From an optimization exercise on the open Yosys and OpenROAD flow, aimed at small area; shortcuts taken in it are not production practice. RTL that was checked went through simulation tests only; none was proved equivalent to the original. Power and IR drop assume default switching activity.

==> flow/design.v (excerpt) <==
module predictor_top #(parameter M = 3, parameter K = 4, parameter N = 3) (
    input logic clk,
    input logic reset,
    input logic [K-1:0] index,
    input logic branch_outcome,  
    output logic prediction,      
    output logic success
);
For scale: roughly 390 flip-flops, ~9 I/O pins.
==> module mnk_bit_predictor, before the edit <==
module mnk_bit_predictor #(parameter K = 4,
                        parameter N = 2,
                        parameter M = 4
                        ) (
    input logic clk,
    input logic reset,
    input logic [K-1:0] index,
    input logic [M-1:0] bhr_in,
    input logic branch_outcome,        
    output logic prediction            
);
    localparam R = 1 << M;    
    localparam C = 1 << K;    
    logic [R-1:0] row_r, row_w;
    logic [C-1:0] col_r, col_w;
    logic [N-1:0] nxt;
    logic [R*N-1:0] rownew;
    logic [N-1:0] rd [C-1:0];
    logic [C-1:0] rdb [N-1:0];
    logic [N-1:0] cur;
    genvar gr, gc, gb;
    generate
        for (gr = 0; gr < R; gr++) begin : g_rsel
            assign row_r[gr] = (bhr_in == M'(gr));
            assign row_w[gr] = row_r[gr] | reset;
            assign rownew[gr*N +: N] = {N{row_w[gr]}} & nxt;
        end
        for (gc = 0; gc < C; gc++) begin : g_csel
            assign col_r[gc] = (index == K'(gc));
            assign col_w[gc] = col_r[gc] | reset;
        end
        for (gc = 0; gc < C; gc++) begin : g_c
            pht_col #(N, R) pcol (
                .clk(clk), .row_w(row_w), .row_r(row_r), .col_w(col_w[gc]),
                .rownew(rownew), .rd(rd[gc])
            );
            for (gb = 0; gb < N; gb++) begin : g_b
                assign rdb[gb][gc] = rd[gc][gb];
            end
        end
        for (gb = 0; gb < N; gb++) begin : g_rd
            pht_sel16 csel (.sel(col_r), .d(rdb[gb]), .y(cur[gb]));
        end
    endgenerate
    assign prediction = cur[N-1];
    always_comb begin
        if (reset)
            nxt = '0;
        else if (branch_outcome)
            nxt = (&cur) ? cur : cur + 1'b1;
        else
            nxt = (|cur) ? cur - 1'b1 : cur;
    end
endmodule
export LEC_CHECK = 0
export CAP_MARGIN = 0
export CORE_MARGIN = 2
export CORE_UTILIZATION = 60
export CTS_BUF_LIST = sky130_fd_sc_hd__clkbuf_8 sky130_fd_sc_hd__clkbuf_16
export CTS_CLUSTER_DIAMETER = 100
export CTS_CLUSTER_SIZE = 30
export PLACE_DENSITY = 0.75
export SLEW_MARGIN = 0
export SYNTH_HIERARCHICAL = 1
export SYNTH_MINIMUM_KEEP_SIZE = 0
create_clock -name core_clock -period 6.0 [get_ports {clk}]
run.sh (not shown) runs the stock make flow with config.mk's settings and CLKGATE_MAP_FILE= SYNTH_SCRIPT=/design/flow/synth_recipe.tcl, a recipe that flattens the netlist after the stock synthesis.
Edit:
--- a/flow/design.v
+++ b/flow/design.v
@@ -103,37 +103,35 @@
     output logic prediction            
 );
     localparam R = 1 << M;    
     localparam C = 1 << K;    
-    logic [R-1:0] row_r, row_w;
-    logic [C-1:0] col_r, col_w;
+    logic [R-1:0] row_w;
+    logic [C-1:0] col_w;
     logic [N-1:0] nxt;
     logic [R*N-1:0] rownew;
     logic [N-1:0] rd [C-1:0];
     logic [C-1:0] rdb [N-1:0];
     logic [N-1:0] cur;
     genvar gr, gc, gb;
     generate
         for (gr = 0; gr < R; gr++) begin : g_rsel
-            assign row_r[gr] = (bhr_in == M'(gr));
-            assign row_w[gr] = row_r[gr] | reset;
+            assign row_w[gr] = (bhr_in == M'(gr)) | reset;
             assign rownew[gr*N +: N] = {N{row_w[gr]}} & nxt;
         end
         for (gc = 0; gc < C; gc++) begin : g_csel
-            assign col_r[gc] = (index == K'(gc));
-            assign col_w[gc] = col_r[gc] | reset;
+            assign col_w[gc] = (index == K'(gc)) | reset;
         end
         for (gc = 0; gc < C; gc++) begin : g_c
             pht_col #(N, R) pcol (
-                .clk(clk), .row_w(row_w), .row_r(row_r), .col_w(col_w[gc]),
+                .clk(clk), .row_w(row_w), .row_r(row_w), .col_w(col_w[gc]),
                 .rownew(rownew), .rd(rd[gc])
             );
             for (gb = 0; gb < N; gb++) begin : g_b
                 assign rdb[gb][gc] = rd[gc][gb];
             end
         end
         for (gb = 0; gb < N; gb++) begin : g_rd
-            pht_sel16 csel (.sel(col_r), .d(rdb[gb]), .y(cur[gb]));
+            pht_sel16 csel (.sel(col_w), .d(rdb[gb]), .y(cur[gb]));
         end
     endgenerate
     assign prediction = cur[N-1];
     always_comb begin
What happened: Non-clock buffer count climbs by 47; global-route usage drops by 2.4 points; worst hold slack is about the same; wire length drops by a little under a tenth; clock skew drops by 4.2 ps; combinational power climbs to 5.0 times its value; sequential power climbs by a quarter to a third; die area drops slightly.
Only the layout flow was run in the second run of this note; the RTL was not checked for function there.

========
== the reference run ==
The RTL this note starts from:
==> flow/design.v <==
module branch_history_register #(parameter M = 4) (
    input logic clk,
    input logic reset,
    input logic branch_outcome,   
    output logic [M-1:0] bhr_out  
);
    always_ff @(posedge clk or posedge reset) begin
        if (reset)
            bhr_out <= '0;  
        else
            bhr_out <= {bhr_out[M-2:0], branch_outcome};  
    end
endmodule
module pht_nand2 (input logic a, input logic b, output logic y);
    assign y = ~(a & b);
endmodule
module pht_nand3 (input logic a, input logic b, input logic c, output logic y);
    assign y = ~(a & b & c);
endmodule
module pht_aoi22_nand3 (input logic [1:0] s, input logic [1:0] d,
                        input logic a, input logic b, output logic y);
    logic t;
    assign t = ~((s[0] & d[0]) | (s[1] & d[1]));
    assign y = ~(a & b & t);
endmodule
module pht_aoi222 (input logic [2:0] s, input logic [2:0] d, output logic y);
    assign y = ~((s[0] & d[0]) | (s[1] & d[1]) | (s[2] & d[2]));
endmodule
module pht_counter #(parameter N = 3) (
    input  logic         clk,
    input  logic         hold,      
    input  logic         col,       
    input  logic [N-1:0] rownew,    
    output logic [N-1:0] q
);
    always_ff @(posedge clk)
        q <= (q & {N{hold}}) | ({N{col}} & rownew);
endmodule
module pht_sel8 (
    input  logic [7:0] sel,
    input  logic [7:0] d,
    output logic       y
);
    logic [1:0] t;
    pht_aoi222      g0 (.s(sel[2:0]), .d(d[2:0]), .y(t[0]));
    pht_aoi222      g1 (.s(sel[5:3]), .d(d[5:3]), .y(t[1]));
    pht_aoi22_nand3 g2 (.s(sel[7:6]), .d(d[7:6]), .a(t[0]), .b(t[1]), .y(y));
endmodule
module pht_sel16 (
    input  logic [15:0] sel,
    input  logic [15:0] d,
    output logic        y
);
    logic [5:0] t;
    logic [1:0] u;
    genvar i;
    generate
        for (i = 0; i < 5; i++) begin : g_a
            pht_aoi222 g (.s(sel[3*i +: 3]), .d(d[3*i +: 3]), .y(t[i]));
        end
    endgenerate
    pht_nand2 g5 (.a(sel[15]), .b(d[15]), .y(t[5]));
    pht_nand3 g6 (.a(t[0]), .b(t[1]), .c(t[2]), .y(u[0]));
    pht_nand3 g7 (.a(t[3]), .b(t[4]), .c(t[5]), .y(u[1]));
    assign y = u[0] | u[1];
endmodule
module pht_col #(parameter N = 3, parameter R = 8) (
    input  logic           clk,
    input  logic [R-1:0]   row_w,    
    input  logic [R-1:0]   row_r,    
    input  logic           col_w,    
    input  logic [R*N-1:0] rownew,
    output logic [N-1:0]   rd        
);
    logic [N-1:0] q [R-1:0];
    logic [R-1:0] qb [N-1:0];
    logic [R-1:0] hold;
    genvar gr, gb;
    generate
        for (gr = 0; gr < R; gr++) begin : g_r
            pht_nand2 hg (.a(row_w[gr]), .b(col_w), .y(hold[gr]));
            pht_counter #(N) ctr (
                .clk(clk), .hold(hold[gr]), .col(col_w),
                .rownew(rownew[gr*N +: N]), .q(q[gr])
            );
            for (gb = 0; gb < N; gb++) begin : g_b
                assign qb[gb][gr] = q[gr][gb];
            end
        end
        for (gb = 0; gb < N; gb++) begin : g_rd
            pht_sel8 rsel (.sel(row_r), .d(qb[gb]), .y(rd[gb]));
        end
    endgenerate
endmodule
module mnk_bit_predictor #(parameter K = 4,
                        parameter N = 2,
                        parameter M = 4
                        ) (
    input logic clk,
    input logic reset,
    input logic [K-1:0] index,
    input logic [M-1:0] bhr_in,
    input logic branch_outcome,        
    output logic prediction            
);
    localparam R = 1 << M;    
    localparam C = 1 << K;    
    logic [R-1:0] row_r, row_w;
    logic [C-1:0] col_r, col_w;
    logic [N-1:0] nxt;
    logic [R*N-1:0] rownew;
    logic [N-1:0] rd [C-1:0];
    logic [C-1:0] rdb [N-1:0];
    logic [N-1:0] cur;
    genvar gr, gc, gb;
    generate
        for (gr = 0; gr < R; gr++) begin : g_rsel
            assign row_r[gr] = (bhr_in == M'(gr));
            assign row_w[gr] = row_r[gr] | reset;
            assign rownew[gr*N +: N] = {N{row_w[gr]}} & nxt;
        end
        for (gc = 0; gc < C; gc++) begin : g_csel
            assign col_r[gc] = (index == K'(gc));
            assign col_w[gc] = col_r[gc] | reset;
        end
        for (gc = 0; gc < C; gc++) begin : g_c
            pht_col #(N, R) pcol (
                .clk(clk), .row_w(row_w), .row_r(row_r), .col_w(col_w[gc]),
                .rownew(rownew), .rd(rd[gc])
            );
            for (gb = 0; gb < N; gb++) begin : g_b
                assign rdb[gb][gc] = rd[gc][gb];
            end
        end
        for (gb = 0; gb < N; gb++) begin : g_rd
            pht_sel16 csel (.sel(col_r), .d(rdb[gb]), .y(cur[gb]));
        end
    endgenerate
    assign prediction = cur[N-1];
    always_comb begin
        if (reset)
            nxt = '0;
        else if (branch_outcome)
            nxt = (&cur) ? cur : cur + 1'b1;
        else
            nxt = (|cur) ? cur - 1'b1 : cur;
    end
endmodule
module predictor_top #(parameter M = 3, parameter K = 4, parameter N = 3) (
    input logic clk,
    input logic reset,
    input logic [K-1:0] index,
    input logic branch_outcome,  
    output logic prediction,      
    output logic success
);
    logic [M-1:0] bhr_out;
    branch_history_register #(M) bhr_inst (
        .clk(clk),
        .reset(reset),
        .branch_outcome(branch_outcome),
        .bhr_out(bhr_out)
    );
    mnk_bit_predictor #(K, N, M) pht_inst (
        .clk(clk),
        .reset(reset),
        .index(index),
        .bhr_in(bhr_out),
        .branch_outcome(branch_outcome),
        .prediction(prediction)
    );
    assign success = ~(prediction ^ branch_outcome);
endmodule
export LEC_CHECK = 0
export CAP_MARGIN = 0
export CORE_MARGIN = 2
export CORE_UTILIZATION = 75
export CTS_BUF_LIST = sky130_fd_sc_hd__clkbuf_16
export CTS_CLUSTER_DIAMETER = 80
export CTS_CLUSTER_SIZE = 30
export PLACE_DENSITY = 0.9
export SLEW_MARGIN = 0
export SYNTH_HIERARCHICAL = 1
export SYNTH_MINIMUM_KEEP_SIZE = 0
create_clock -name core_clock -period 6.0 [get_ports {clk}]
Inputs modified between the reference run and the trial run:
==> flow/design.v, changed modules only <==
module pht_and2 (input logic a, input logic b, output logic y);
    assign y = a & b;
endmodule
module pht_and3 (input logic a, input logic b, input logic c, output logic y);
    assign y = a & b & c;
endmodule
module mnk_bit_predictor #(parameter K = 4,
                        parameter N = 2,
                        parameter M = 4
                        ) (
    input logic clk,
    input logic reset,
    input logic [K-1:0] index,
    input logic [M-1:0] bhr_in,
    input logic branch_outcome,        
    output logic prediction            
);
    localparam R = 1 << M;    
    localparam C = 1 << K;    
    logic [R-1:0] row_r, row_w;
    logic [C-1:0] col_r, col_w;
    logic [N-1:0] nxt;
    logic [R*N-1:0] rownew;
    logic [N-1:0] rd [C-1:0];
    logic [C-1:0] rdb [N-1:0];
    logic [N-1:0] cur;
    genvar gr, gc, gb;
    generate
        for (gr = 0; gr < R; gr++) begin : g_rsel
            pht_and3 rdec (
                .a(gr[0] ? bhr_in[0] : ~bhr_in[0]),
                .b(gr[1] ? bhr_in[1] : ~bhr_in[1]),
                .c(gr[2] ? bhr_in[2] : ~bhr_in[2]),
                .y(row_r[gr])
            );
            assign row_w[gr] = row_r[gr] | reset;
            for (gb = 0; gb < N; gb++) begin : g_rn
                pht_and2 rn (.a(row_w[gr]), .b(nxt[gb]), .y(rownew[gr*N + gb]));
            end
        end
        for (gc = 0; gc < C; gc++) begin : g_csel
            assign col_r[gc] = (index == K'(gc));
            assign col_w[gc] = col_r[gc] | reset;
        end
        for (gc = 0; gc < C; gc++) begin : g_c
            pht_col #(N, R) pcol (
                .clk(clk), .row_w(row_w), .row_r(row_r), .col_w(col_w[gc]),
                .rownew(rownew), .rd(rd[gc])
            );
            for (gb = 0; gb < N; gb++) begin : g_b
                assign rdb[gb][gc] = rd[gc][gb];
            end
        end
        for (gb = 0; gb < N; gb++) begin : g_rd
            pht_sel16 csel (.sel(col_r), .d(rdb[gb]), .y(cur[gb]));
        end
    endgenerate
    assign prediction = cur[N-1];
    always_comb begin
        if (reset)
            nxt = '0;
        else if (branch_outcome)
            nxt = (&cur) ? cur : cur + 1'b1;
        else
            nxt = (|cur) ? cur - 1'b1 : cur;
    end
endmodule
The trial run | stages: all done | timing, DRC, antenna: all pass
Combinational power share up 14 points in the trial run wrt the reference run
| number of buffers outside the clock class in the layout | lower: the trial run |
In the trial run, the via density per instance came out 0.15 above the value in the reference run.
Compared with the reference run, in the trial run sequential fraction of total cell area went up; final cell count without fillers went down; fraction of the mapped netlist area in adder cells did not really move; synthesized flop and latch total did not really move.

## port drivers added, routing unchanged
Ports are ideal in the flow. The routed layouts listed here were re-timed in OpenROAD.
Step 1, drivers: a clkbuf_16 drives clk and a buf_2 each remaining input, both assumed.
Step 2 moves the port delays by t, midway between the first and last clock arrival at a register: inputs arrive t later, outputs are due t later. That takes back most of the time a late clock gives input paths.
a / b / c = ideal / step 1 / step 2; a / b = the first two.
run	shift t [ns]	slack for setup (ns)	hold slack, ns	worst setup path at the end
the first run of note 1	0.575	0.464 / 0.410 / 0.736	0.490 / 0.490 / 0.490	input to register
the second run of note 1	0.569	0.330 / 0.306 / -0.141	0.492 / 0.492 / 0.492	input to register
the reference run	0.569	0.494 / 0.446 / 0.759	0.492 / 0.492 / 0.492	input to register
the trial run	0.560	0.486 / 0.437 / 0.387	0.482 / 0.482 / 0.482	input to register
With both steps, setup timing fails in the second run of note 1, where it was met with ideal ports. The setup slack of the second run of note 1, which loses most, moves by -0.024 ns with the drivers and by -0.471 ns with both steps.
